Context: an optimization exercise on an open-source flow, tuned for small area. The choices shown serve that exercise and are no tape-out recipe.
Only simulation tests tie the RTL to the original design; equivalence was not proved.

### flow/config.mk
export PLATFORM = sky130hd
export DESIGN_NAME = music_top
export DESIGN_NICKNAME = music_top
export VERILOG_FILES = /design/flow/design.v
export SDC_FILE = /design/flow/constraint.sdc
export NUM_CORES = 4
export LEC_CHECK = 0
export CAP_MARGIN = 20
export CORE_MARGIN = 2
export CORE_UTILIZATION = 40
export SLEW_MARGIN = 20
### flow/constraint.sdc
create_clock -name core_clock -period 150.0 [get_ports {clk}]
set_input_delay 30.0000 -clock core_clock [delete_from_list [all_inputs] [get_ports {clk}]]
set_output_delay 30.0000 -clock core_clock [all_outputs]
set_load 0.01 [all_outputs]
### flow/design.v
module clock_divider #(parameter n=25)(
    input clk,
    input rst,
    output clk_div,
    output clk_rise
);
    reg [n-1:0] num;
    wire [n-1:0] next_num;
    always @(posedge clk, posedge rst) begin
        if (rst)
            num <= 0;
        else
            num <= next_num;
    end
    assign next_num = num+1;
    assign clk_div = num[n-1];
    assign clk_rise = (num[n-2:0] == {(n-1){1'b1}}) & ~num[n-1];
endmodule
module debounce(pb_debounced, pb ,clk, rst);
    output pb_debounced;
    input pb;
    input clk;
    input rst;
    reg [6:0] shift_reg;
    always @(posedge clk, posedge rst) begin
        if (rst) begin
            shift_reg <= 7'b0;
        end else begin
            shift_reg[6:1] <= shift_reg[5:0];
            shift_reg[0] <= pb;
        end
    end
    assign pb_debounced = shift_reg == 7'b111_1111 ? 1'b1 : 1'b0;
endmodule
module onepulse(signal, clk, rst, op);
    input signal, clk, rst;
    output reg op;
    reg delay;
    always @(posedge clk, posedge rst) begin
        if (rst) begin
            op <= 0;
            delay <= 0;
        end else begin
            if((signal == 1) & (delay == 0)) op <= 1;
            else op <= 0; 
            delay <= signal;
        end
    end
endmodule
module LFSR (
    input clk,
    input rst,
    input [3:0] seed,
    output reg [3:0] random
);
always @(posedge clk, posedge rst) begin
    if (rst)
        random <= seed;
    else begin
        random[2:0] <= random[3:1];
        random[3] <= random[1] ^ random[0]; 
    end
end
endmodule
module KeyboardCtrl#(
   parameter SYSCLK_FREQUENCY_HZ = 100000000
)(
    output reg [7:0] key_in,
    output reg is_extend,
    output reg is_break,
	output reg valid,
    output err,
    input [7:0] rx_data,
    input rx_valid,
    input rst,
    input clk
);
    parameter RESET          = 3'd0;
	parameter SEND_CMD       = 3'd1;
	parameter WAIT_ACK       = 3'd2;
    parameter WAIT_KEYIN     = 3'd3;
	parameter GET_BREAK      = 3'd4;
	parameter GET_EXTEND     = 3'd5;
	parameter RESET_WAIT_BAT = 3'd6;
    parameter CMD_RESET           = 8'hFF; 
    parameter CMD_SET_STATUS_LEDS = 8'hED;
	parameter RSP_ACK             = 8'hFA;
	parameter RSP_BAT_PASS        = 8'hAA;
    parameter BREAK_CODE  = 8'hF0;
    parameter EXTEND_CODE = 8'hE0;
    parameter CAPS_LOCK   = 8'h58;
    parameter NUM_LOCK    = 8'h77;
    parameter SCR_LOCK    = 8'h7E;
	wire busy = 1'b0;
	assign err = 1'b0;
	reg [7:0] tx_data;
	reg tx_valid;
	reg [2:0] state;
	reg [2:0] lock_status;
	always @ (posedge clk, posedge rst)
	  if(rst)
	    key_in <= 0;
	  else if(rx_valid)
	    key_in <= rx_data;
	  else
	    key_in <= key_in;
	always @ (posedge clk, posedge rst)begin
	  if(rst)begin
	    state <= RESET;
        is_extend <= 1'b0;
        is_break <= 1'b1;
		valid <= 1'b0;
		lock_status <= 3'b0;
		tx_data <= 8'h00;
		tx_valid <= 1'b0;
	  end else begin
	    is_extend <= 1'b0;
	    is_break <= 1'b0;
	    valid <= 1'b0;
	    lock_status <= lock_status;
	    tx_data <= tx_data;
	    tx_valid <= 1'b0;
	    case(state)
	      RESET:begin
	          is_extend <= 1'b0;
              is_break <= 1'b1;
		      valid <= 1'b0;
		      lock_status <= 3'b0;
		      tx_data <= CMD_RESET;
		      tx_valid <= 1'b0;
			  state <= SEND_CMD;
	        end
		  SEND_CMD:begin
		      if(busy == 1'b0)begin
			    tx_valid <= 1'b1;
				state <= WAIT_ACK;
			  end else begin
			    tx_valid <= 1'b0;
				state <= SEND_CMD;
		      end
		    end
		  WAIT_ACK:begin
		      if(rx_valid == 1'b1)begin
			    if(rx_data == RSP_ACK && tx_data == CMD_RESET)begin
				  state <= RESET_WAIT_BAT;
				end else if(rx_data == RSP_ACK && tx_data == CMD_SET_STATUS_LEDS)begin
				  tx_data <= {5'b00000, lock_status};
				  state <= SEND_CMD;
				end else begin
				  state <= WAIT_KEYIN;
				end
			  end else if(err == 1'b1)begin
			    state <= RESET;
			  end else begin
			    state <= WAIT_ACK;
			  end
		    end
		  WAIT_KEYIN:begin
		      if(rx_valid == 1'b1 && rx_data == BREAK_CODE)begin
			    state <= GET_BREAK;
			  end else if(rx_valid == 1'b1 && rx_data == EXTEND_CODE)begin
			    state <= GET_EXTEND;
			  end else if(rx_valid == 1'b1)begin
			    state <= WAIT_KEYIN;
				valid <= 1'b1;
			  end else if(err == 1'b1)begin
			    state <= RESET;
			  end else begin
			    state <= WAIT_KEYIN;
			  end
		    end
		  GET_BREAK:begin
		      is_extend <= is_extend;
		      if(rx_valid == 1'b1)begin
			    state <= WAIT_KEYIN;
                valid <= 1'b1;
				is_break <= 1'b1;
			  end else if(err == 1'b1)begin
			    state <= RESET;
			  end else begin
			    state <= GET_BREAK;
			  end
		    end
		  GET_EXTEND:begin
		      if(rx_valid == 1'b1 && rx_data == BREAK_CODE)begin
		        state <= GET_BREAK;
		        is_extend <= 1'b1;
		      end else if(rx_valid == 1'b1)begin
		        state <= WAIT_KEYIN;
                valid <= 1'b1;
		        is_extend <= 1'b1;
			  end else if(err == 1'b1)begin
			    state <= RESET;
		      end else begin
		        state <= GET_EXTEND;
		      end
		    end
		  RESET_WAIT_BAT:begin
		      if(rx_valid == 1'b1 && rx_data == RSP_BAT_PASS)begin
			    state <= WAIT_KEYIN;
			  end else if(rx_valid == 1'b1)begin
			    state <= RESET;
			  end else if(err == 1'b1)begin
			    state <= RESET;
			  end else begin
			    state <= RESET_WAIT_BAT;
			  end
		    end
		  default:begin
		      state <= RESET;
		      valid <= 1'b0;
		    end
		endcase
	  end
	end
endmodule
module KeyboardDecoder(
	input wire rst,
	input wire clk,
	input wire [7:0] kb_data,
	input wire kb_data_valid,
	output reg [511:0] key_down,
	output wire [8:0] last_change,
	output reg key_valid
    );
    parameter [1:0] INIT			= 2'b00;
    parameter [1:0] WAIT_FOR_SIGNAL = 2'b01;
    parameter [1:0] GET_SIGNAL_DOWN = 2'b10;
    parameter [1:0] WAIT_RELEASE    = 2'b11;
	parameter [7:0] IS_INIT			= 8'hAA;
    parameter [7:0] IS_EXTEND		= 8'hE0;
    parameter [7:0] IS_BREAK		= 8'hF0;
    reg [9:0] key;		 
    reg [1:0] state;
    reg been_ready, been_extend, been_break;
    wire [7:0] key_in;
    wire is_extend;
    wire is_break;
    wire valid;
    wire err;
    wire pulse_been_ready;
    wire [511:0] key_decode = 1 << last_change;
    assign last_change = {key[9], key[7:0]};
    KeyboardCtrl inst (
		.key_in(key_in),
		.is_extend(is_extend),
		.is_break(is_break),
		.valid(valid),
		.err(err),
		.rx_data(kb_data),
		.rx_valid(kb_data_valid),
		.rst(rst),
		.clk(clk)
	);
	onepulse op (
		.signal(been_ready),
		.clk(clk),
		.rst(rst),
		.op(pulse_been_ready)
	);
    always @ (posedge clk, posedge rst) begin
    	if (rst) begin
    		state <= INIT;
    		been_ready  <= 1'b0;
    		been_extend <= 1'b0;
    		been_break  <= 1'b0;
    		key <= 10'b0_0_0000_0000;
    	end else begin
    		state <= state;
			been_ready  <= been_ready;
			been_extend <= (is_extend) ? 1'b1 : been_extend;
			been_break  <= (is_break ) ? 1'b1 : been_break;
			key <= key;
    		case (state)
    			INIT : begin
    					if (key_in == IS_INIT) begin
    						state <= WAIT_FOR_SIGNAL;
    						been_ready  <= 1'b0;
							been_extend <= 1'b0;
							been_break  <= 1'b0;
							key <= 10'b0_0_0000_0000;
    					end else begin
    						state <= INIT;
    					end
    				end
    			WAIT_FOR_SIGNAL : begin
    					if (valid == 0) begin
    						state <= WAIT_FOR_SIGNAL;
    						been_ready <= 1'b0;
    					end else begin
    						state <= GET_SIGNAL_DOWN;
    					end
    				end
    			GET_SIGNAL_DOWN : begin
						state <= WAIT_RELEASE;
						key <= {been_extend, been_break, key_in};
						been_ready  <= 1'b1;
    				end
    			WAIT_RELEASE : begin
    					if (valid == 1) begin
    						state <= WAIT_RELEASE;
    					end else begin
    						state <= WAIT_FOR_SIGNAL;
    						been_extend <= 1'b0;
    						been_break  <= 1'b0;
    					end
    				end
    			default : begin
    					state <= INIT;
						been_ready  <= 1'b0;
						been_extend <= 1'b0;
						been_break  <= 1'b0;
						key <= 10'b0_0_0000_0000;
    				end
    		endcase
    	end
    end
    always @ (posedge clk, posedge rst) begin
    	if (rst) begin
    		key_valid <= 1'b0;
    		key_down <= 511'b0;
    	end else if (key_decode[last_change] && pulse_been_ready) begin
    		key_valid <= 1'b1;
    		if (key[8] == 0) begin
    			key_down <= key_down | key_decode;
    		end else begin
    			key_down <= key_down & (~key_decode);
    		end
    	end else begin
    		key_valid <= 1'b0;
			key_down <= key_down;
    	end
    end
endmodule
module play_pause_controller(
    input clk,
    input rst,
    input play_1p,
    output reg play_or_pause
);
    reg play_pause_next;
    always @(posedge clk, posedge rst) begin
        if(rst) begin
            play_or_pause <= 0;
        end else begin
            play_or_pause <= play_pause_next;
        end
    end
    always @(*) begin
        play_pause_next = play_or_pause;
        if(play_1p) begin
            play_pause_next = ~play_or_pause;
        end
    end
endmodule
module speed_controller(
    input clk,
    input rst,
    input [511:0] key_down,
    input [8:0] last_change,
    input key_valid,
    output reg play_en,
    output reg [1:0] speed
);
    parameter [8:0] KEY_CODES_0 = 9'b0_0001_1010;	 
    parameter [8:0] KEY_CODES_1 = 9'b0_0010_0010;	 
    reg [1:0] key_num;
	always @ (*) begin
        case(last_change)
            KEY_CODES_0 : key_num = 2'b00;    
            KEY_CODES_1 : key_num = 2'b01;    
            default : key_num = 2'b11;
        endcase
    end
    parameter N_FAST = 11;
    parameter N_NORMAL = 12;
    wire clkDiv21, clkDiv22, riseDiv21, riseDiv22;
    clock_divider #(.n(N_FAST)) clock_21(.clk(clk), .rst(rst), .clk_div(clkDiv21), .clk_rise(riseDiv21));     
    clock_divider #(.n(N_NORMAL)) clock_22(.clk(clk), .rst(rst), .clk_div(clkDiv22), .clk_rise(riseDiv22));     
    reg [1:0] speed_next;     
    always @(posedge clk, posedge rst) begin
        if(rst) begin
            speed <= 1;
        end else begin
            speed <= speed_next;
        end
    end
    always @(*) begin
        speed_next = speed;
		if(key_valid && key_down[last_change]) begin
            if(key_num != 2'b11) begin
                if (key_num == 2'b00) begin	 
					speed_next = 1;
				end else if (key_num == 2'b01) begin	 
					speed_next = 2;
				end
			end
		end
	end
    always @(*) begin
        if(speed == 1) begin   
            play_en = riseDiv22;
        end else begin     
            play_en = riseDiv21;
        end
    end
endmodule
module loop_width_controller(
    input clk,
    input rst,
    input [511:0] key_down,
    input [8:0] last_change,
    input key_valid,
    output reg [2:0] loop_width
);
    parameter [8:0] KEY_CODES_0 = 9'b0_0111_0010;	 
    parameter [8:0] KEY_CODES_1 = 9'b0_0111_1010;	 
    parameter [8:0] KEY_CODES_2 = 9'b0_0110_1011;	 
    parameter [8:0] KEY_CODES_3 = 9'b0_0111_0011;	 
    parameter [8:0] KEY_CODES_4 = 9'b0_0111_0100;	 
    reg [2:0] key_num;
	always @ (*) begin
        case(last_change)
            KEY_CODES_0 : key_num = 3'b000;    
            KEY_CODES_1 : key_num = 3'b001;    
            KEY_CODES_2 : key_num = 3'b010;    
            KEY_CODES_3 : key_num = 3'b011;    
            KEY_CODES_4 : key_num = 3'b100;    
            default : key_num = 3'b111;
        endcase
    end
    reg [2:0] loop_width_next;
    always @(posedge clk, posedge rst) begin
		if (rst) begin
			loop_width <= 3;     
		end else begin
			loop_width <= loop_width_next;
		end
	end
    always @(*) begin
		loop_width_next = loop_width;
		if(key_valid && key_down[last_change]) begin
            if(key_num != 3'b111) begin
                if (key_num == 3'b000) begin	 
					loop_width_next = 2;
				end else if (key_num == 3'b001) begin	 
					loop_width_next = 3;
				end else if (key_num == 3'b010) begin	 
					loop_width_next = 4;
				end else if (key_num == 3'b011) begin	 
					loop_width_next = 5;
				end else if (key_num == 3'b100) begin	 
					loop_width_next = 6;
				end
			end
		end
	end
endmodule
module volume_octave_controller(
    input clk,
    input rst,
    input [511:0] key_down,
    input [8:0] last_change,
    input key_valid,
    output reg [2:0] volume,
    output reg [2:0] octave
);
    parameter [8:0] KEY_CODES_0 = 9'b0_0001_1100;	 
    parameter [8:0] KEY_CODES_1 = 9'b0_0010_0011;	 
    parameter [8:0] KEY_CODES_2 = 9'b0_0001_1101;	 
    parameter [8:0] KEY_CODES_3 = 9'b0_0001_1011;	 
    reg [2:0] key_num;
    always @ (*) begin
        case(last_change)
            KEY_CODES_0 : key_num = 3'b000;    
            KEY_CODES_1 : key_num = 3'b001;    
            KEY_CODES_2 : key_num = 3'b010;    
            KEY_CODES_3 : key_num = 3'b011;    
            default : key_num = 3'b111;
        endcase
    end
    reg [2:0] volume_next, octave_next;
    always @(posedge clk, posedge rst) begin
        if(rst) begin
            volume <= 3'd3;
            octave <= 3'd2;
        end else begin
            volume <= volume_next;
            octave <= octave_next;
        end
    end
    always @(*) begin
        volume_next = volume;
        octave_next = octave;
        if(key_valid && key_down[last_change]) begin
            if(key_num!=3'b111) begin
                if(key_num == 3'b000) begin    
                    if(volume==1) begin
                        volume_next = 1;
                    end else begin
                        volume_next = volume-1;
                    end
                end else if(key_num == 3'b001) begin   
                    if(volume==5) begin
                        volume_next = 5;
                    end else begin
                        volume_next = volume+1;
                    end
                end else if(key_num == 3'b010) begin   
                    if(octave==3) begin
                        octave_next = 3;
                    end else begin
                        octave_next = octave+1;
                    end
                end else if(key_num == 3'b011) begin   
                    if(octave==1) begin
                        octave_next = 1;
                    end else begin
                        octave_next = octave-1;
                    end
                end
            end
        end
    end
endmodule
module player_control (
	input clk, 
	input rst,
	input en,
	input play_pause,
	input loop_de,
	input [2:0] loop_width,
	input reverse,
	output reg [11:0] ibeat
);
	parameter LEN = 4095;
    reg [11:0] next_ibeat;
	reg [11:0] bound, bound_next;
	always @(posedge clk, posedge rst) begin
		if (rst) begin
			ibeat <= 0;
			bound <= 0;
		end else if (en) begin
            ibeat <= next_ibeat;
			bound <= bound_next;
		end
	end
    always @* begin
		next_ibeat = ibeat;
		bound_next = bound;
		if(play_pause) begin	 
			if(!loop_de) begin
				if(reverse) begin
					next_ibeat = (ibeat > 0) ? (ibeat - 1) : LEN-1;
					bound_next = (ibeat - 1 > 0) ? (ibeat - (ibeat%4)) : 0;
				end else begin
					next_ibeat = (ibeat + 1 < LEN) ? (ibeat + 1) : 0;
					bound_next = (ibeat + 1 < LEN) ? (ibeat + 3 - (ibeat%4)) : 0;
				end
			end else begin
				if(reverse) begin
					if(ibeat > 63 - 4*(loop_width-1) || ibeat != bound) begin
						next_ibeat = (ibeat > 0) ? (ibeat - 1) : LEN-1;
					end else begin
						next_ibeat = ibeat + (4*loop_width-1);
					end
				end else begin
					if(ibeat < 4*(loop_width-1) || ibeat != bound) begin	 
						next_ibeat = (ibeat + 1 < LEN) ? (ibeat + 1) : 0;
					end else begin	 
						next_ibeat = ibeat - (4*loop_width-1);	 
					end
				end
			end
		end
    end
endmodule
module music_example (
    input clk,
    input rst,
	input [11:0] ibeatNum,
	input en,
    input [15:0] switch,
    input left_button_de,
	output reg [31:0] toneL,
    output reg [31:0] toneR,
    output reg [15:0] led
);
    reg [15:0] led_next;
    always @(posedge clk, posedge rst) begin
        if(rst) begin
            led <= 16'b1000_0000_0000_0000;
        end else begin
            led <= led_next;
        end
    end
    always @* begin
        toneR = 32'd1_0000_0000;
        led_next = led;
        if(en) begin    
            if(0<=ibeatNum && ibeatNum<4) begin
                if(switch[15]) begin
                    toneR = 32'd130;
                end
                led_next = 1<<15;
            end else if(4<=ibeatNum && ibeatNum<8) begin
                if(switch[14] && !left_button_de) begin
                    toneR = 32'd311;
                end
                led_next = 1<<14;
            end else if(8<=ibeatNum && ibeatNum<12) begin
                if(switch[13] && !left_button_de) begin
                    toneR = 32'd330;
                end
                led_next = 1<<13;
            end else if(12<=ibeatNum && ibeatNum<16) begin
                if(switch[12] && !left_button_de) begin
                    toneR = 32'd130;
                end
                led_next = 1<<12;
            end else if(16<=ibeatNum && ibeatNum<20) begin
                if(switch[11] && !left_button_de) begin
                    toneR = 32'd147;
                end
                led_next = 1<<11;
            end else if(20<=ibeatNum && ibeatNum<24) begin
                if(switch[10] && !left_button_de) begin
                    toneR = 32'd247;
                end
                led_next = 1<<10;
            end else if(24<=ibeatNum && ibeatNum<28) begin
                if(switch[9]) begin
                    toneR = 32'd175;
                end
                led_next = 1<<9;
            end else if(28<=ibeatNum && ibeatNum<32) begin
                if(switch[8] && !left_button_de) begin
                    toneR = 32'd262;
                end
                led_next = 1<<8;
            end else if(32<=ibeatNum && ibeatNum<36) begin
                if(switch[7] && !left_button_de) begin
                    toneR = 32'd220;
                end
                led_next = 1<<7;
            end else if(36<=ibeatNum && ibeatNum<40) begin
                if(switch[6] && !left_button_de) begin
                    toneR = 32'd147;
                end
                led_next = 1<<6;
            end else if(40<=ibeatNum && ibeatNum<44) begin
                if(switch[5]) begin
                    toneR = 32'd130;
                end
                led_next = 1<<5;
            end else if(44<=ibeatNum && ibeatNum<48) begin
                if(switch[4] && !left_button_de) begin
                    toneR = 32'd130;
                end
                led_next = 1<<4;
            end else if(48<=ibeatNum && ibeatNum<52) begin
                if(switch[3]) begin
                    toneR = 32'd147;
                end
                led_next = 1<<3;
            end else if(52<=ibeatNum && ibeatNum<56) begin
                if(switch[2] && !left_button_de) begin
                    toneR = 32'd130;
                end
                led_next = 1<<2;
            end else if(56<=ibeatNum && ibeatNum<60) begin
                if(switch[1]) begin
                    toneR = 32'd147;
                end
                led_next = 1<<1;
            end else if(60<=ibeatNum && ibeatNum<64) begin
                if(switch[0] && !left_button_de) begin
                    toneR = 32'd262;
                end
                led_next = 1;
            end else begin
                led_next = 65535;
                toneR = 32'd1_0000_0000;
            end
        end
    end
    always @(*) begin
        toneL = toneR;
    end
endmodule
module noise_decider (
    input [11:0] ibeatNum,
    input right_button_de,
    input left_button_de,
    output reg is_noise
);
always @(*) begin
    is_noise = 0;
    if (ibeatNum < 4) begin  
        is_noise = 0;
        if(left_button_de) begin
            is_noise = 1;
        end
    end else if (ibeatNum < 8) begin
        is_noise = 0;
    end else if (ibeatNum < 12) begin
        is_noise = 0;
    end else if (ibeatNum < 16) begin    
        is_noise = 0;
    end else if (ibeatNum < 20) begin
        is_noise = 1;
    end else if (ibeatNum < 24) begin
        is_noise = 0;
    end else if (ibeatNum < 28) begin
        is_noise = 0;
        if(left_button_de) begin
            is_noise = 1;
        end
    end else if (ibeatNum < 32) begin    
        is_noise = 0;
    end else if (ibeatNum < 36) begin
        is_noise = 0;
    end else if (ibeatNum < 40) begin
        is_noise = 0;
    end else if (ibeatNum < 44) begin
        is_noise = 0;
        if(left_button_de) begin
            is_noise = 1;
        end
    end else if (ibeatNum < 48) begin    
        is_noise = 0;
    end else if (ibeatNum < 52) begin
        is_noise = 1;
        if(left_button_de) begin
            is_noise = 1;
        end
    end else if (ibeatNum < 56) begin
        is_noise = 0;
    end else if (ibeatNum < 60) begin
        is_noise = 0;
        if(right_button_de || left_button_de) begin
            is_noise = 1;
        end
    end else if (ibeatNum < 64) begin    
        is_noise = 0;
    end
end
endmodule
module AM_decider (
    input [11:0] ibeatNum,
    output reg is_AM
);
always @(*) begin
    if (ibeatNum < 4)
        is_AM = 0;
    else if (ibeatNum < 8)
        is_AM = 0;
    else if (ibeatNum < 12)
        is_AM = 0;
    else if (ibeatNum < 16)
        is_AM = 0;
    else if (ibeatNum < 20)
        is_AM = 0;
    else if (ibeatNum < 24)
        is_AM = 0;
    else if (ibeatNum < 28)
        is_AM = 0;
    else if (ibeatNum < 32)
        is_AM = 0;
    else if (ibeatNum < 36)
        is_AM = 0;
    else if (ibeatNum < 40)
        is_AM = 0;
    else if (ibeatNum < 44)
        is_AM = 0;
    else if (ibeatNum < 48)
        is_AM = 1;
    else if (ibeatNum < 52)
        is_AM = 0;
    else if (ibeatNum < 56)
        is_AM = 1;
    else if (ibeatNum < 60)
        is_AM = 0;
    else if (ibeatNum < 64)
        is_AM = 0;
    else
        is_AM = 0;
end
endmodule
module AM_gen (
    input clk,
    input rst,
    input [1:0] speed,
    input [2:0] volume,
    input [21:0] note_div_left,
    output reg [15:0] AM_audio
);
reg [15:0] next_AM_audio, AM_audio_abs;
reg [31:0] cnt, global_cnt;
wire [31:0] cnt_max = ((note_div_left >> 1) >> 9) >> 1;  
reg up;
reg [31:0] vol_step;
always @(posedge clk, posedge rst) begin
    if (rst) begin
        cnt <= 0;
        global_cnt <= 0;
        AM_audio <= 1;
        up <= 1;
    end else begin
        cnt <= cnt + 1;
        global_cnt <= global_cnt + 1;
        if (global_cnt < note_div_left) begin
            if (global_cnt < (note_div_left >> 1)) begin
                up <= 1;
            end else begin
                up <= 0;
            end
            if (cnt == cnt_max) begin
                cnt <= 0;
                AM_audio <= next_AM_audio;
            end
        end else begin
            global_cnt <= 0;
            cnt <= 0;
            AM_audio <= 1;
            up <= 1;
        end
    end
end
always @(*) begin
    if (up == 1) begin
        if (AM_audio[15] == 1) begin
            next_AM_audio = (~AM_audio + 1) + vol_step;
        end else begin
            next_AM_audio = ~AM_audio + 1;
        end
    end else begin
        if (AM_audio[15] == 1) begin
            next_AM_audio = (~AM_audio + 1) - vol_step;
        end else begin
            next_AM_audio = ~AM_audio + 1;
        end
    end
end
always @(*) begin
    case (volume)
    3'd1: vol_step = 80;
    3'd2: vol_step = 120;
    3'd3: vol_step = 150;
    3'd4: vol_step = 200;
    3'd5: vol_step = 250;
    default: vol_step = 87;
    endcase
end
endmodule
module note_gen(
    input clk,  
    input rst,  
    input [2:0] volume, 
    input [21:0] note_div_left,  
    input [21:0] note_div_right,
    input is_noise,
    input is_AM,
    input [1:0] speed,
    input [511:0] key_down,
    input [8:0] last_change,
    input key_valid,
    output reg [15:0] audio_left,
    output [15:0] audio_right
);
    parameter [8:0] KEY_CODES_0 = 9'b0_0100_0100;	 
    parameter [8:0] KEY_CODES_1 = 9'b0_0100_1101;	 
    parameter [8:0] KEY_CODES_2 = 9'b0_0101_0100;	 
    reg [2:0] key_num;
	always @ (*) begin
        case(last_change)
            KEY_CODES_0 : key_num = 3'b000;    
            KEY_CODES_1 : key_num = 3'b001;    
            KEY_CODES_2 : key_num = 3'b010;    
            default : key_num = 3'b111;
        endcase
    end
    reg [9:0] square_duty_cycle;
    reg [9:0] square_duty_cycle_next;
    always @(posedge clk, posedge rst) begin
        if(rst) begin
            square_duty_cycle <= 125;
        end else begin
            square_duty_cycle <= square_duty_cycle_next;
        end
    end
    always @(*) begin
        square_duty_cycle_next = square_duty_cycle;
        if(key_valid && key_down[last_change]) begin
            if(key_num != 3'b111) begin
                if (key_num == 3'b000) begin	 
					square_duty_cycle_next = 125;
				end else if (key_num == 3'b001) begin	 
					square_duty_cycle_next = 250;
				end else if (key_num == 3'b010) begin	 
					square_duty_cycle_next = 500;
				end
			end
		end
    end
    wire [3:0] random3, random2, random1, random0;
    LFSR rng3(.clk(clk), .rst(rst), .seed(4'b1010), .random(random3));
    LFSR rng2(.clk(clk), .rst(rst), .seed(4'b1110), .random(random2));
    LFSR rng1(.clk(clk), .rst(rst), .seed(4'b1111), .random(random1));
    LFSR rng0(.clk(clk), .rst(rst), .seed(4'b1100), .random(random0));
    reg [21:0] note_cnt, noise_cnt;
    reg note_clk, noise_clk;
    localparam [31:0] CLK_HZ = 32'd250_000;
    wire [31:0] noise_cnt_max = CLK_HZ / (random0 << 4);
    wire [31:0] noise_cnt_duty = noise_cnt_max * 125/1000;  
    always @(posedge clk, posedge rst) begin
        noise_cnt <= noise_cnt + 1;
        if (rst) begin
            noise_cnt <= 0;
            noise_clk <= 0;
        end
        else begin
            if (noise_cnt < noise_cnt_max) begin
                if (noise_cnt < noise_cnt_duty)
                    noise_clk <= 1; 
                else
                    noise_clk <= 0; 
            end else
                noise_cnt <= 0;
        end
    end
    wire [31:0] note_cnt_duty = note_div_left * square_duty_cycle/1000;
    always @(posedge clk, posedge rst) begin
        note_cnt <= note_cnt + 1;
        if (rst) begin
            note_cnt <= 0;
            note_clk <= 0;
        end
        else begin
            if (note_cnt < note_div_left) begin
                if (note_cnt < note_cnt_duty)
                    note_clk <= 1; 
                else
                    note_clk <= 0; 
            end else
                note_cnt <= 0;
        end
    end
    wire [15:0] AM_audio; 
    AM_gen AMGenInst(
        .clk(clk),
        .rst(rst),
        .speed(speed),
        .volume(volume),
        .note_div_left(note_div_left),
        .AM_audio(AM_audio)
    );
    always @(*) begin
        if(note_div_left == 22'd1) begin
            audio_left = 16'h0000;
        end else if (is_AM) begin
            audio_left = AM_audio;
        end else if (is_noise) begin
            audio_left = (noise_clk == 1'b0) ? 16'hA000 : 16'h6000;
        end else begin
            if(volume==1) begin
                audio_left = (note_clk == 1'b0) ? 16'hF000 : 16'h1000;
            end else if(volume==2) begin
                audio_left = (note_clk == 1'b0) ? 16'hE000 : 16'h2000;
            end else if(volume==3) begin
                audio_left = (note_clk == 1'b0) ? 16'hC000 : 16'h4000;
            end else if(volume==4) begin
                audio_left = (note_clk == 1'b0) ? 16'hB000 : 16'h5000;
            end else if(volume==5) begin
                audio_left = (note_clk == 1'b0) ? 16'hA000 : 16'h6000;
            end else begin
                audio_left = 16'h0000;
            end
        end
    end
    assign audio_right = audio_left;
endmodule
module seven_segment_controller(
    input clk,
    input rst,
    input display_en,
    input [2:0] volume,
    input [2:0] octave,
    input [2:0] loop_width,
    output reg [3:0] DIGIT,
    output reg [6:0] DISPLAY
);
    reg [3:0] value;
    always @(posedge clk, posedge rst) begin
        if (rst) begin
            value <= 10;
            DIGIT <= 4'b1111;
        end else if (display_en) begin
        case(DIGIT)
            4'b1110: begin
                value <= 10;
                DIGIT <= 4'b1101;
            end
            4'b1101: begin
                value <= volume;
                DIGIT <= 4'b1011;
            end
            4'b1011: begin
                value <= octave;
                DIGIT <= 4'b0111;
            end
            4'b0111: begin
                value <= loop_width;
                DIGIT <= 4'b1110;
            end
            default: begin
                value <= 10;
                DIGIT <= 4'b1110;
            end
        endcase
        end
    end
    always @(*) begin
        case(value)  
            4'd0: DISPLAY = 7'b100_0000;
            4'd1: DISPLAY = 7'b111_1001;
            4'd2: DISPLAY = 7'b010_0100;
            4'd3: DISPLAY = 7'b011_0000;
            4'd4: DISPLAY = 7'b001_1001;
            4'd5: DISPLAY = 7'b001_0010;
            4'd6: DISPLAY = 7'b000_0010;
            4'd7: DISPLAY = 7'b111_1000;
            4'd8: DISPLAY = 7'b000_0000;
            4'd9: DISPLAY = 7'b001_0000;
            4'd10: DISPLAY = 7'b011_1111;    
            default: DISPLAY = 7'b111_1111;
        endcase
    end
endmodule
module speaker_control(
    clk,   
    rst,   
    audio_in_left,  
    audio_in_right,  
    audio_mclk,  
    audio_lrck,  
    audio_sck,  
    audio_sdin  
);
    input clk;   
    input rst;   
    input [15:0] audio_in_left;  
    input [15:0] audio_in_right;  
    output audio_mclk;  
    output audio_lrck;  
    output audio_sck;  
    output audio_sdin;  
    reg audio_sdin;
    wire [8:0] clk_cnt_next;
    reg [8:0] clk_cnt;
    reg [15:0] audio_left, audio_right;
    assign clk_cnt_next = clk_cnt + 1'b1;
    always @(posedge clk or posedge rst)
        if (rst == 1'b1)
            clk_cnt <= 9'd0;
        else
            clk_cnt <= clk_cnt_next;
    assign audio_mclk = clk_cnt[1];
    assign audio_lrck = clk_cnt[8];
    assign audio_sck = 1'b1;  
    wire lrck_rise = (clk_cnt == 9'h0FF);
    always @(posedge clk or posedge rst)
        if (rst == 1'b1)
            begin
                audio_left <= 16'd0;
                audio_right <= 16'd0;
            end
        else if (lrck_rise)
            begin
                audio_left <= audio_in_left;
                audio_right <= audio_in_right;
            end
    always @*
        case (clk_cnt[8:4])
            5'b00000: audio_sdin = audio_right[0];
            5'b00001: audio_sdin = audio_left[15];
            5'b00010: audio_sdin = audio_left[14];
            5'b00011: audio_sdin = audio_left[13];
            5'b00100: audio_sdin = audio_left[12];
            5'b00101: audio_sdin = audio_left[11];
            5'b00110: audio_sdin = audio_left[10];
            5'b00111: audio_sdin = audio_left[9];
            5'b01000: audio_sdin = audio_left[8];
            5'b01001: audio_sdin = audio_left[7];
            5'b01010: audio_sdin = audio_left[6];
            5'b01011: audio_sdin = audio_left[5];
            5'b01100: audio_sdin = audio_left[4];
            5'b01101: audio_sdin = audio_left[3];
            5'b01110: audio_sdin = audio_left[2];
            5'b01111: audio_sdin = audio_left[1];
            5'b10000: audio_sdin = audio_left[0];
            5'b10001: audio_sdin = audio_right[15];
            5'b10010: audio_sdin = audio_right[14];
            5'b10011: audio_sdin = audio_right[13];
            5'b10100: audio_sdin = audio_right[12];
            5'b10101: audio_sdin = audio_right[11];
            5'b10110: audio_sdin = audio_right[10];
            5'b10111: audio_sdin = audio_right[9];
            5'b11000: audio_sdin = audio_right[8];
            5'b11001: audio_sdin = audio_right[7];
            5'b11010: audio_sdin = audio_right[6];
            5'b11011: audio_sdin = audio_right[5];
            5'b11100: audio_sdin = audio_right[4];
            5'b11101: audio_sdin = audio_right[3];
            5'b11110: audio_sdin = audio_right[2];
            5'b11111: audio_sdin = audio_right[1];
            default: audio_sdin = 1'b0;
        endcase
endmodule
module music_top(
    input clk,
    input rst,       
    input play,      
    input right_button,
    input left_button,
    input loop,  
    input [7:0] kb_data,     
    input kb_data_valid,     
    input [15:0] sw,
    output [15:0] led,
    output audio_mclk,  
    output audio_lrck,  
    output audio_sck,   
    output audio_sdin,  
    output [6:0] DISPLAY,
    output [3:0] DIGIT
);
    localparam [31:0] CLK_HZ = 32'd250_000;
    localparam [31:0] SIL_MARK = 32'd1_0000_0000;
    wire [15:0] audio_in_left, audio_in_right;
    wire [11:0] ibeatNum;                
    wire [31:0] freqL, freqR;            
    reg [21:0] freq_outL, freq_outR;     
    wire play_en;      
    wire display_clk, display_en;    
    clock_divider #(.n(13)) display(.clk(clk), .rst(rst), .clk_div(display_clk), .clk_rise(display_en));   
    wire [2:0] volume, octave;
    wire play_pause;
    wire play_debounced, loop_debounced, right_button_debounced, left_button_debounced;     
    wire play_1p;
    debounce play_or_pause_de(.clk(clk), .rst(rst), .pb(play), .pb_debounced(play_debounced));
    debounce loop_de(.clk(clk), .rst(rst), .pb(loop), .pb_debounced(loop_debounced));
    debounce rb_de(.clk(clk), .rst(rst), .pb(right_button), .pb_debounced(right_button_debounced));
    debounce lb_de(.clk(clk), .rst(rst), .pb(left_button), .pb_debounced(left_button_debounced));
    onepulse play_or_pause_op(.clk(clk), .rst(rst), .signal(play_debounced), .op(play_1p));
    wire [511:0] key_down;
    wire [8:0] last_change;
    wire key_valid;
    KeyboardDecoder keydecode1(
        .key_down(key_down),
        .last_change(last_change),
        .key_valid(key_valid),
        .kb_data(kb_data),
        .kb_data_valid(kb_data_valid),
        .rst(rst),
        .clk(clk)
    );
    parameter [8:0] KEY_R = 9'b0_0010_1101;  
    reg reverse, reverse_next;
    reg key_num;
    always @(posedge clk, posedge rst) begin
        if(rst) begin
            reverse <= 0;
        end else begin
            reverse <= reverse_next;
        end
    end
    always @(*) begin
        reverse_next = reverse;
        if(key_valid && key_down[last_change]) begin
            if(key_num!=1) begin
                if(key_num==0) begin
                    reverse_next = ~reverse;
                end
            end
        end
    end
    always @(*) begin
        case(last_change)
            KEY_R: key_num=0;
            default: key_num=1;
        endcase
    end
    play_pause_controller playPauseCtrl(
        .clk(clk),
        .rst(rst),
        .play_1p(play_1p),
        .play_or_pause(play_pause)
    );
    wire [1:0] speed;  
    speed_controller speedCtrl(
        .clk(clk),
        .rst(rst),
        .key_down(key_down),
        .last_change(last_change),
        .key_valid(key_valid),
        .play_en(play_en),
        .speed(speed)
    );
    wire [2:0] loop_width;   
    loop_width_controller lwCtrl(
        .clk(clk),
        .rst(rst),
        .key_down(key_down),
        .last_change(last_change),
        .key_valid(key_valid),
        .loop_width(loop_width)
    );
    player_control #(.LEN(64)) playerCtrl(
        .clk(clk),
        .rst(rst),
        .en(play_en),
        .play_pause(play_pause),
        .loop_de(loop_debounced),
        .loop_width(loop_width),
        .reverse(reverse),
        .ibeat(ibeatNum)
    );
    music_example musicExCtrl(
        .clk(clk),
        .rst(rst),
        .ibeatNum(ibeatNum),
        .en(play_pause),
        .switch(sw),
        .left_button_de(left_button_debounced),
        .toneL(freqL),
        .toneR(freqR),
        .led(led)
    );
    volume_octave_controller volOctCtrl(
        .clk(clk),
        .rst(rst),
        .key_down(key_down),
        .last_change(last_change),
        .key_valid(key_valid),
        .volume(volume),
        .octave(octave)
    );
    always @(*) begin
        freq_outL = CLK_HZ / (freqL == SIL_MARK ? CLK_HZ : freqL);
        if(octave==1) begin
            freq_outL = CLK_HZ / (freqL == SIL_MARK ? CLK_HZ : (freqL/2));
        end else if(octave==2) begin
            freq_outL = CLK_HZ / (freqL == SIL_MARK ? CLK_HZ : freqL);
        end else if(octave==3) begin
            freq_outL = CLK_HZ / (freqL == SIL_MARK ? CLK_HZ : (freqL*2));
        end
    end
    always @(*) begin
        freq_outR = CLK_HZ / (freqR == SIL_MARK ? CLK_HZ : freqR);
        if(octave==1) begin
            freq_outR = CLK_HZ / (freqR == SIL_MARK ? CLK_HZ : (freqR/2));
        end else if(octave==2) begin
            freq_outR = CLK_HZ / (freqR == SIL_MARK ? CLK_HZ : freqR);
        end else if(octave==3) begin
            freq_outR = CLK_HZ / (freqR == SIL_MARK ? CLK_HZ : (freqR*2));
        end
    end
    seven_segment_controller sevenSegCtrl(
        .clk(clk),
        .rst(rst),
        .display_en(display_en),
        .volume(volume),
        .octave(octave),
        .loop_width(loop_width),
        .DIGIT(DIGIT),
        .DISPLAY(DISPLAY)
    );
    wire is_noise;
    noise_decider noiseDeciderInst(
        .ibeatNum(ibeatNum),
        .right_button_de(right_button_debounced),
        .left_button_de(left_button_debounced),
        .is_noise(is_noise)
    );
    wire is_AM;
    AM_decider AMDeciderInst(
        .ibeatNum(ibeatNum),
        .is_AM(is_AM)
    );
    note_gen noteGen(
        .clk(clk), 
        .rst(rst), 
        .volume(volume),
        .note_div_left(freq_outL), 
        .note_div_right(freq_outR),
        .is_noise(is_noise),
        .is_AM(is_AM),
        .speed(speed),
        .key_down(key_down),
        .last_change(last_change),
        .key_valid(key_valid),
        .audio_left(audio_in_left),      
        .audio_right(audio_in_right)     
    );
    speaker_control speakerCtrl(
        .clk(clk), 
        .rst(rst), 
        .audio_in_left(audio_in_left),       
        .audio_in_right(audio_in_right),     
        .audio_mclk(audio_mclk),             
        .audio_lrck(audio_lrck),             
        .audio_sck(audio_sck),               
        .audio_sdin(audio_sdin)              
    );
endmodule
### flow/run.sh
#!/bin/bash
# synth_recipe.tcl (not shown) runs the flow's synth.tcl, then flattens the netlist and writes it again
# the make line also repeats each setting of config.mk as NAME=value (left out here)
make -C /OpenROAD-flow-scripts/flow DESIGN_CONFIG=/design/flow/config.mk WORK_HOME=/design/flow/orfs CLKGATE_MAP_FILE= SYNTH_SCRIPT=/design/flow/synth_recipe.tcl finish
==> run summary <==
## cell families (layout without fill, tap and decap cells)
family / count (synthesis) / after routing / share of synthesized area
buffers and inverters: 1724 / 1355 / 0.04829
and+or+nand+nor: 7027 / 7027 / 0.2227
adders and majority gates: 1799 / 1799 / 0.1515
AOI/OAI and AO/OA: 7239 / 7239 / 0.3062
muxes: 680 / 680 / 0.05851
DFF: 833 / 833 / 0.1302
other: 2 / 275 / 0.00004684
xor gates and xnor gates: 1505 / 1505 / 0.08253
## cell usage after synthesis (132+ instances only)
library cell	instances
nand2_1	1686
a211oi_1	257
mux2_2	232
ha_1	1539
o21a_1	300
nand3_1	506
o21ai_0	1313
clkbuf_1	527
a21oi_1	1709
inv_1	899
or2_2	132
o31ai_1	453
xnor2_1	920
o211ai_1	226
or3_1	185
mux2i_1	251
nand2b_1	349
nor2_1	1901
fa_1	243
mux4_2	175
nand4_1	200
nor3_1	540
a21o_1	632
xor2_1	579
dfrtp_1	812
a31oi_1	548
nor2b_1	225
and2_1	232
and3_1	220
## how the worst min path moves through the flow
stage	start	end	cells past startpoint	slack, ps
finish	play_or_pause_de.shift_reg[4]	play_or_pause_de.shift_reg[5]	0	340
CTS	play_or_pause_de.shift_reg[4]	play_or_pause_de.shift_reg[5]	0	330
detailed placement	loop_de.shift_reg[4]	loop_de.shift_reg[5]	0	350
global placement	rb_de.shift_reg[4]	rb_de.shift_reg[5]	0	350
floorplan	loop_de.shift_reg[3]	loop_de.shift_reg[4]	0	350
## final cells by class
type	instances	area (um2)	share of cell area
multi-input combinational	18520	133100	0.7848
sequential	833	20890	0.1232
tap	5265	6588	0.03885
inverter	930	3516	0.02074
clock buffer	115	2467	0.01455
timing repair buffer	257	2137	0.01260
clock inverter	53	884.6	0.005217
antenna	5	12.51	0.00007380
## routing by layer
layer / vias to the layer above / GRT usage
met5: - / 0
met4: 0 / 0.03910
met3: 507 / 0.01262
met2: 3663 / 0.3755
met1: 74060 / 0.3222
li1: 77390 / -
## per-stage QoR
step | std cells | worst slack [ps]
2_1_floorplan | 21080 | 18320
3_3_place_gp | 25810 | 11720
6_report | 25980 | 10280
4_1_cts | 25970 | 10830
5_1_grt | 25970 | 178.5
3_5_place_dp | 25810 | 10620
==> flow_summary.ini <==
[setup_path]
cp-endpoint = noteGen.note_clk
worst_r2r_path_depth = 451
cp.required_ps = 150610
critPathTopFamily = compound AO/OA/AOI/OAI gates
startpoint = sw[3]
cp_slowest_cell = o41ai_1
reg2reg_from = playerCtrl.ibeat[8]
worstSetupPathType = input port to register
path_buf_inv = 27
cp_max_fo = 35
critPathLaunchType = input port
rrSetupSlack_ps = 37830
r2r_end = noteGen.note_clk
slowest_delay_ps = 920
cp-end-kind = register
crit_cells = 455
crit_top_cell = a21oi_1
crit_arrival_ps = 140330

[synth]
yosys_warnings = 22
synth_largest_area_cell = dfrtp_1
seq_area_frac_synth = 0.1302
yosysUniqueCellTypes = 210
synth-edff-count = 0
postSynthAreaPerCell_um2 = 7.705
ys_seq_elements = 833
syn_inst = 20810
yosysTopAreaCellShare = 0.1267
ys.flop_type = dfrtp_1
synthArstFlopShare = 1.000
netlist_area_um2 = 160300
synthTopCellsByArea = dfrtp_1 13%, ha_1 12%, a21oi_1 5.3%

[detailed_routing]
dr_wl_met3_mm = 19.99
highest_layer = met4
ant_nets = 0
avgRoutedWirePerCell_um = 18.35
drt_wl_total_mm = 476.8
drt_pass1_iterations = 6
via_count = 155600
drc = 0
drt_iter0_markers = 12450
viasPerCell = 5.990
routed-wl-met2_mm = 217.4
met1Wirelength_mm = 231.2

[clock_network]
clk_pin_slew_ps = 60
hold_buffers = 0
clkLatencyLatePin_ps = 740
clock-sinks = 833
post_cts_buffers = 0
htreeDepth = 3
cts_tree = built
clock-root-buffer = clkbuf_16
post_cts_resize_count = 0
clockBufferDepth = 3
cts_made_buffers = 90

[global_routing]
antenna_found_initial = 3
gr-usage-all-layers = 0.2250
grt_max_degree = 223
grt_pass1_wl_mm = 779.0
grt_pass1_vias = 145600
overflow = 0

[timing]
hold_slack_ps = 339.2
max-slew-margin-rel = 0.2409
period_needed_ps = 139720
final-setup-viol-count = 0
finClkSkew_ps = 98.12
report.final.slew_viol_count = 0
hold_viol_final = 0
fin_setup_tns_ps = 0
rsz0062_at_grt = no
finalCritPeriodShare = 0.9315
fmax_mhz = 7.157
worst_slew_pin_slew_ps = 1131

[placed_design]
io_buffers = 60
place.gp.congestion = 0.9144
dpl.hpwl_mm = 368.0
postPlaceCellArea_um2 = 166100

[floorplan]
die_h_um = 637.1
ioPinCount = 62
die_w_um = 637.1
coreArea_um2 = 399100
die-area_um2 = 405900
rows = 232
start_util = 0.4017

[run]
cap_violations = 0

[finish]
final_cell_mix = 1880 x nor2_1, 1706 x a21oi_1, 1685 x nand2_1
drive_gt1_frac = 0.08977
final_util = 0.4248
num-fill-cells = 40570
area_growth_pct = 5.750
final_common_cell = nor2_1
fin_area_um2 = 169600
nNetsFinal = 22450

[min_path]
min_path_type = register to register

[outcome]
status = complete, no violations

separate check: timing with driven ports:
Ports are ideal in the flow. The routed layout listed here was re-timed in OpenROAD. Step 1, drivers: a clkbuf_16 drives clk and a buf_2 each remaining input, both assumed. Step 2, shift: input delay + t, output delay - t, t = (earliest + latest rising clock arrival at the registers) / 2. This alone moves slack from input paths to output paths. Slacks: ideal ports / drivers / drivers and shift; pairs: ideal ports / drivers.
t (ns): 0.752
setup slack, ns: 10.277 / 10.314 / 9.562
worst setup path after step 2: input to register
cell pins on the clock port's net: 1
After both steps this run still meets setup and hold. The setup slack of this run moves by +0.037 ns with the drivers and by -0.715 ns with both steps.
